From an optimization exercise on the open Yosys and OpenROAD flow, aimed at small area, a short achievable clock period and few clock cycles per item; shortcuts taken in it are not production practice. Where RTL was checked, it was by simulation tests only, not by an equivalence proof against the original.

Setup of build 42:
==> module evaluator, before the edit <==
module evaluator(
    input clk_i ,
    input rst_i ,
    input [7:0] a_bi ,
    input [7:0] b_bi ,
    input start_i ,
    output ready,
    output busy_o ,
    output reg [8:0] y_bo
);
    reg        busy;
    reg [1:0]  ph;       
    reg [4:0]  top;      
    reg        c12;      
    reg [11:0] nlo;      
    reg [7:0]  rem;      
    wire [16:0] t0, t1;
    summator sq_sum(.a1(a_bi), .b1(b_bi), .res0(t0), .res1(t1));
    wire [12:0] lo_sum = t0[11:0] + t1[11:0];
    always @(posedge clk_i) begin
        top <= t0[16:12] + t1[16:12];
        c12 <= lo_sum[12];
        nlo <= lo_sum[11:0];
    end
    reg  [2:0] yt;
    reg  [3:0] rt;
    localparam [447:0] ROOT_TABLE = 448'h015ab55ab52a53a74a951a342848911e3c68d162c4890e1c285060c080d9b356ad1a3366c993162c1824488d1a244850a040489112240800;
    always @* {yt, rt} = ROOT_TABLE[{top, c12} * 7 +: 7];
    wire [4:0] ra5; wire b5;
    wire [5:0] ra4; wire b4;
    sqrt #(4, 3) row5(.rem_i(rt), .y_i(yt), .x_i(nlo[11:10]), .rem_o(ra5), .bit_o(b5));
    sqrt #(5, 4) row4(.rem_i(ra5), .y_i({yt, b5}), .x_i(nlo[9:8]), .rem_o(ra4), .bit_o(b4));
    wire [3:0] xq = ph[0] ? nlo[7:4] : nlo[3:0];
    wire [8:0] rb1; wire bb1;
    wire [9:0] rb2; wire bb2;
    sqrt #(8, 7) rowb1(.rem_i(rem), .y_i(y_bo[6:0]), .x_i(xq[3:2]), .rem_o(rb1), .bit_o(bb1));
    sqrt #(9, 8) rowb2(.rem_i(rb1), .y_i({y_bo[6:0], bb1}), .x_i(xq[1:0]), .rem_o(rb2), .bit_o(bb2));
    assign busy_o = busy;
    assign ready  = ~busy;
    always @(posedge clk_i)
        rem <= (ph == 2'd0) ? {2'b00, ra4} : rb2[7:0];
    always @(posedge clk_i)
        if (rst_i) begin
            busy <= 1'b0;
            ph   <= 2'd0;
            y_bo <= 9'd0;
        end else if (busy) begin
            if (ph == 2'd0)
                y_bo <= {4'd0, yt, b5, b4};
            else
                y_bo <= {y_bo[6:0], bb1, bb2};
            if (ph == 2'd2) begin
                ph   <= 2'd0;
                busy <= 1'b0;
            end else
                ph <= ph + 2'd1;
        end else if (start_i)
            busy <= 1'b1;
endmodule
clock: 4.0 ns
lec_check: 0
cap_margin: 20
core_margin: 2
core_utilization: 40
slew_margin: 20
run.sh (not shown) runs the stock make flow with config.mk's settings and CLKGATE_MAP_FILE= SYNTH_SCRIPT=/design/flow/synth_recipe.tcl, a recipe that flattens the netlist after the stock synthesis.
Although build 42 finished all stages, its layout failed final checks on negative setup slack.
Input changes introduced in build 47 (baseline for comparison: build 42):
==> flow/design.v, changed modules only <==
module evaluator(
    input clk_i ,
    input rst_i ,
    input [7:0] a_bi ,
    input [7:0] b_bi ,
    input start_i ,
    output ready,
    output busy_o ,
    output reg [8:0] y_bo
);
    reg        busy;
    reg [1:0]  ph;       
    reg [4:0]  top;      
    reg        c12;      
    reg [11:0] nlo;      
    reg [7:0]  rem;      
    wire [16:0] t0, t1;
    summator sq_sum(.a1(a_bi), .b1(b_bi), .res0(t0), .res1(t1));
    wire [12:0] lo_sum = t0[11:0] + t1[11:0];
    always @(posedge clk_i) begin
        top <= t0[16:12] + t1[16:12];
        c12 <= lo_sum[12];
        nlo <= lo_sum[11:0];
    end
    reg  [3:0] yt;
    reg  [4:0] rt;
    localparam [2303:0] ROOT_TABLE = 2304'h110844000b3596c963b3596c963b1586c154b1586c154a9d4aa350a9d4aa350a7d3a9b4ca7d3a9b4ca5d2a9348a5d2a9348a3d1a8b44a3d1a8b44a1d0a8340a1d0a8340994c6612f994c6612f974b6592b974b6592b954a65127954a6512793496492393496492391486411091486411087c3a1b0c87c3a1b0c85c2a130885c2a130883c1a0b0483c1a0b0481c0a030081c0a0300773b5d8eb773b5d8eb753a5d0e7753a5d0e773395c8e373395c8e371385c0cc71385c0cc65b2992c865b2992c863b198ac463b198ac461b0982c061b0982c0552a550a7552a550a75329548a35329548a351285408851285408843a190a8443a190a8441a09028041a09028033194c86333194c86331184c04431184c044219088240219088240110844000;
    always @* {yt, rt} = ROOT_TABLE[{top, c12, nlo[11:10]} * 9 +: 9];
    wire [5:0] ra4; wire b4;
    sqrt #(5, 4) row4(.rem_i(rt), .y_i(yt), .x_i(nlo[9:8]), .rem_o(ra4), .bit_o(b4));
    wire [3:0] xq = ph[0] ? nlo[7:4] : nlo[3:0];
    wire [8:0] rb1; wire bb1;
    wire [9:0] rb2; wire bb2;
    sqrt #(8, 7) rowb1(.rem_i(rem), .y_i(y_bo[6:0]), .x_i(xq[3:2]), .rem_o(rb1), .bit_o(bb1));
    sqrt #(9, 8) rowb2(.rem_i(rb1), .y_i({y_bo[6:0], bb1}), .x_i(xq[1:0]), .rem_o(rb2), .bit_o(bb2));
    assign busy_o = busy;
    assign ready  = ~busy;
    always @(posedge clk_i)
        rem <= (ph == 2'd0) ? {2'b00, ra4} : rb2[7:0];
    always @(posedge clk_i)
        if (rst_i) begin
            busy <= 1'b0;
            ph   <= 2'd0;
            y_bo <= 9'd0;
        end else if (busy) begin
            if (ph == 2'd0)
                y_bo <= {4'd0, yt, b4};
            else
                y_bo <= {y_bo[6:0], bb1, bb2};
            if (ph == 2'd2) begin
                ph   <= 2'd0;
                busy <= 1'b0;
            end else
                ph <= ph + 2'd1;
        end else if (start_i)
            busy <= 1'b1;
endmodule
## What came out
Build 47 finished all stages; the layout is clean.
Measured against each other, build 42 and build 47 differ in worst max-slew margin expressed relative to the limit, the higher figure coming from build 47.
Sum of buffers and inverters on the critical path sits higher in build 47 than in build 42.
For design area, dividing the value from build 47 by the value from build 42 gives 1.07.
Gate count of the mapped netlist in build 47 is 151 higher than in build 42
Against build 42, build 47 reports a share of the cycle needed by the critical path after routing that is lower.
Comparing core utilization for build 42 and build 47, the smaller number came from build 47.
Looking at timing-limited maximum frequency, build 47 sits 7.1% above build 42.
Testbench counts of build 47, summed over its fixed seeds: cycles 6,408, items 1,600.
Only the layout flow was run in build 42; the RTL was not checked for function there.


Another version of the RTL of evaluator (not shown whole).
Size in the first run: roughly 620 cells after synthesis.
==> module evaluator, before the edit <==
module evaluator(
    input clk_i ,
    input rst_i ,
    input [7:0] a_bi ,
    input [7:0] b_bi ,
    input start_i ,
    output ready,
    output busy_o ,
    output reg [8:0] y_bo
);
    reg        busy;
    reg [1:0]  ph;       
    reg [4:0]  top;      
    reg        c12;      
    reg [11:0] nlo;      
    reg [7:0]  rem;      
    reg [3:0]  xq;       
    wire [16:0] t0, t1;
    summator sq_sum(.a1(a_bi), .b1(b_bi), .res0(t0), .res1(t1));
    wire [12:0] lo_sum = t0[11:0] + t1[11:0];
    always @(posedge clk_i) begin
        top <= t0[16:12] + t1[16:12];
        c12 <= lo_sum[12];
        nlo <= lo_sum[11:0];
    end
    reg  [2:0] yt;
    reg  [3:0] rt;
    reg        pos, zero;
    reg  [2:0] e1, e0;
    localparam [959:0] ROOT_TABLE = 960'h00815a22b445540aa815002a005300a60148029005100a201400280048a391471e6a3cd46918d2316222c4444088810c0218042008401040208040008000da69b4d35916b22d221a4433406680c80190031006200c001800249149228e211c4224044808401080200040004a209441140228040008000040;
    always @* {yt, rt, pos, zero, e1, e0} = ROOT_TABLE[{top, c12} * 15 +: 15];
    wire [1:0] n5 = nlo[11:10];
    wire       b5 = pos | (zero & (n5 != 2'd0));
    wire [4:0] ra5 = !b5          ? {rt[2:0], n5} :
                     (n5 != 2'd0) ? {e1, n5 - 2'd1} : {e0, 2'b11};
    wire [5:0] ra4; wire b4;
    sqrt #(5, 4) row4(.rem_i(ra5), .y_i({yt, b5}), .x_i(nlo[9:8]), .rem_o(ra4), .bit_o(b4));
    wire [8:0] rb1; wire bb1;
    wire [9:0] rb2; wire bb2;
    sqrt #(8, 7) rowb1(.rem_i(rem), .y_i(y_bo[6:0]), .x_i(xq[3:2]), .rem_o(rb1), .bit_o(bb1));
    sqrt #(9, 8) rowb2(.rem_i(rb1), .y_i({y_bo[6:0], bb1}), .x_i(xq[1:0]), .rem_o(rb2), .bit_o(bb2));
    assign busy_o = busy;
    assign ready  = ~busy;
    always @(posedge clk_i) begin
        rem <= (ph == 2'd0) ? {2'b00, ra4} : rb2[7:0];
        xq  <= (ph == 2'd0) ? nlo[7:4] : nlo[3:0];
    end
    always @(posedge clk_i)
        if (rst_i) begin
            busy <= 1'b0;
            ph   <= 2'd0;
            y_bo <= 9'd0;
        end else if (busy) begin
            if (ph == 2'd0)
                y_bo <= {4'd0, yt, b5, b4};
            else
                y_bo <= {y_bo[6:0], bb1, bb2};
            if (ph == 2'd2) begin
                ph   <= 2'd0;
                busy <= 1'b0;
            end else
                ph <= ph + 2'd1;
        end else if (start_i)
            busy <= 1'b1;
endmodule
==> flow/config.mk <==
export PLATFORM = sky130hd
export DESIGN_NAME = evaluator
export DESIGN_NICKNAME = evaluator
export VERILOG_FILES = /design/flow/design.v
export SDC_FILE = /design/flow/constraint.sdc
export NUM_CORES = 4
export LEC_CHECK = 0
export CAP_MARGIN = 20
export CORE_MARGIN = 2
export CORE_UTILIZATION = 40
export SLEW_MARGIN = 20
==> flow/constraint.sdc <==
create_clock -name core_clock -period 4.0 [get_ports {clk_i}]
set_input_delay 0.8000 -clock core_clock [delete_from_list [all_inputs] [get_ports {clk_i}]]
set_output_delay 0.8000 -clock core_clock [all_outputs]
set_load 0.01 [all_outputs]
The first run went through all stages and came out clean.
Testbench counts at the start, summed over its fixed seeds: cycles 6,408, items 1,600.
Then changed:
--- a/flow/design.v
+++ b/flow/design.v
@@ -196,24 +196,25 @@
     input start_i ,
     output ready,
     output busy_o ,
     output reg [8:0] y_bo
 );
-    reg        busy;
-    reg [1:0]  ph;       
+    reg [1:0]  st;       
+    wire       busy = (st != 2'd0);
+    wire       p1   = (st == 2'd1);
     reg [4:0]  top;      
     reg        c12;      
-    reg [11:0] nlo;      
+    reg [11:8] nlo;      
     reg [7:0]  rem;      
     reg [3:0]  xq;       
     wire [16:0] t0, t1;
     summator sq_sum(.a1(a_bi), .b1(b_bi), .res0(t0), .res1(t1));
     wire [12:0] lo_sum = t0[11:0] + t1[11:0];
     always @(posedge clk_i) begin
         top <= t0[16:12] + t1[16:12];
         c12 <= lo_sum[12];
-        nlo <= lo_sum[11:0];
+        nlo <= lo_sum[11:8];
     end
     reg  [2:0] yt;
     reg  [3:0] rt;
     reg        pos, zero;
     reg  [2:0] e1, e0;
@@ -230,26 +231,21 @@
     sqrt #(8, 7) rowb1(.rem_i(rem), .y_i(y_bo[6:0]), .x_i(xq[3:2]), .rem_o(rb1), .bit_o(bb1));
     sqrt #(9, 8) rowb2(.rem_i(rb1), .y_i({y_bo[6:0], bb1}), .x_i(xq[1:0]), .rem_o(rb2), .bit_o(bb2));
     assign busy_o = busy;
     assign ready  = ~busy;
     always @(posedge clk_i) begin
-        rem <= (ph == 2'd0) ? {2'b00, ra4} : rb2[7:0];
-        xq  <= (ph == 2'd0) ? nlo[7:4] : nlo[3:0];
+        rem <= p1 ? {2'b00, ra4} : rb2[7:0];
+        xq  <= p1 ? lo_sum[7:4] : lo_sum[3:0];
     end
     always @(posedge clk_i)
         if (rst_i) begin
-            busy <= 1'b0;
-            ph   <= 2'd0;
+            st   <= 2'd0;
             y_bo <= 9'd0;
         end else if (busy) begin
-            if (ph == 2'd0)
-                y_bo <= {4'd0, yt, b5, b4};
+            if (p1)
+                y_bo <= {3'd0, yt, b5, b4};
             else
                 y_bo <= {y_bo[6:0], bb1, bb2};
-            if (ph == 2'd2) begin
-                ph   <= 2'd0;
-                busy <= 1'b0;
-            end else
-                ph <= ph + 2'd1;
+            st <= st + 2'd1;
         end else if (start_i)
-            busy <= 1'b1;
+            st <= 2'd1;
 endmodule
Result:
- The new run went through all stages and came out clean
- wire length grows by 0.81%
- worst setup slack loses 31 ps
- count of clock-buffer cells in the layout grows by 2
- sequential share of layout area shrinks by 2.8 points
Only the layout flow was run in the second run of this note; the RTL was not checked for function there.

-- re-timing with driven ports --
The flow's constraints put no driver on any port. The routed layouts listed below were extracted and timed again, unchanged, in two steps. Step 1 assumes that a clkbuf_16 drives the clock port and a buf_2 every other input. Step 2 times the ports against the registers' clock, not the clock port: input delays grow and output delays shrink by t, the midpoint of the rising clock arrivals with the driver on. a / b / c = ideal / step 1 / step 2; a / b = the first two.
run	t (ns)	setup WS [ns]	hold slack, ns	worst setup path after step 2	worst register clock-pin slew, ns
build 42	0.316	-0.157 / -0.157 / -0.157	0.459 / 0.459 / 0.459	register to register	0.06 / 0.06
build 47	0.321	0.118 / 0.133 / -0.188	0.467 / 0.467 / 0.467	input to register	0.05 / 0.05
the first run of note 2	0.321	0.138 / 0.138 / -0.121	0.414 / 0.414 / 0.414	input to register	0.06 / 0.06
the second run of note 2	0.313	0.107 / 0.121 / -0.192	0.488 / 0.488 / 0.488	input to register	0.05 / 0.05
With both steps, setup timing fails in build 47, the first run of note 2 and the second run of note 2, where it was met with ideal ports. The setup slack of build 47, which loses most, moves by +0.015 ns with the drivers and by -0.306 ns with both steps.
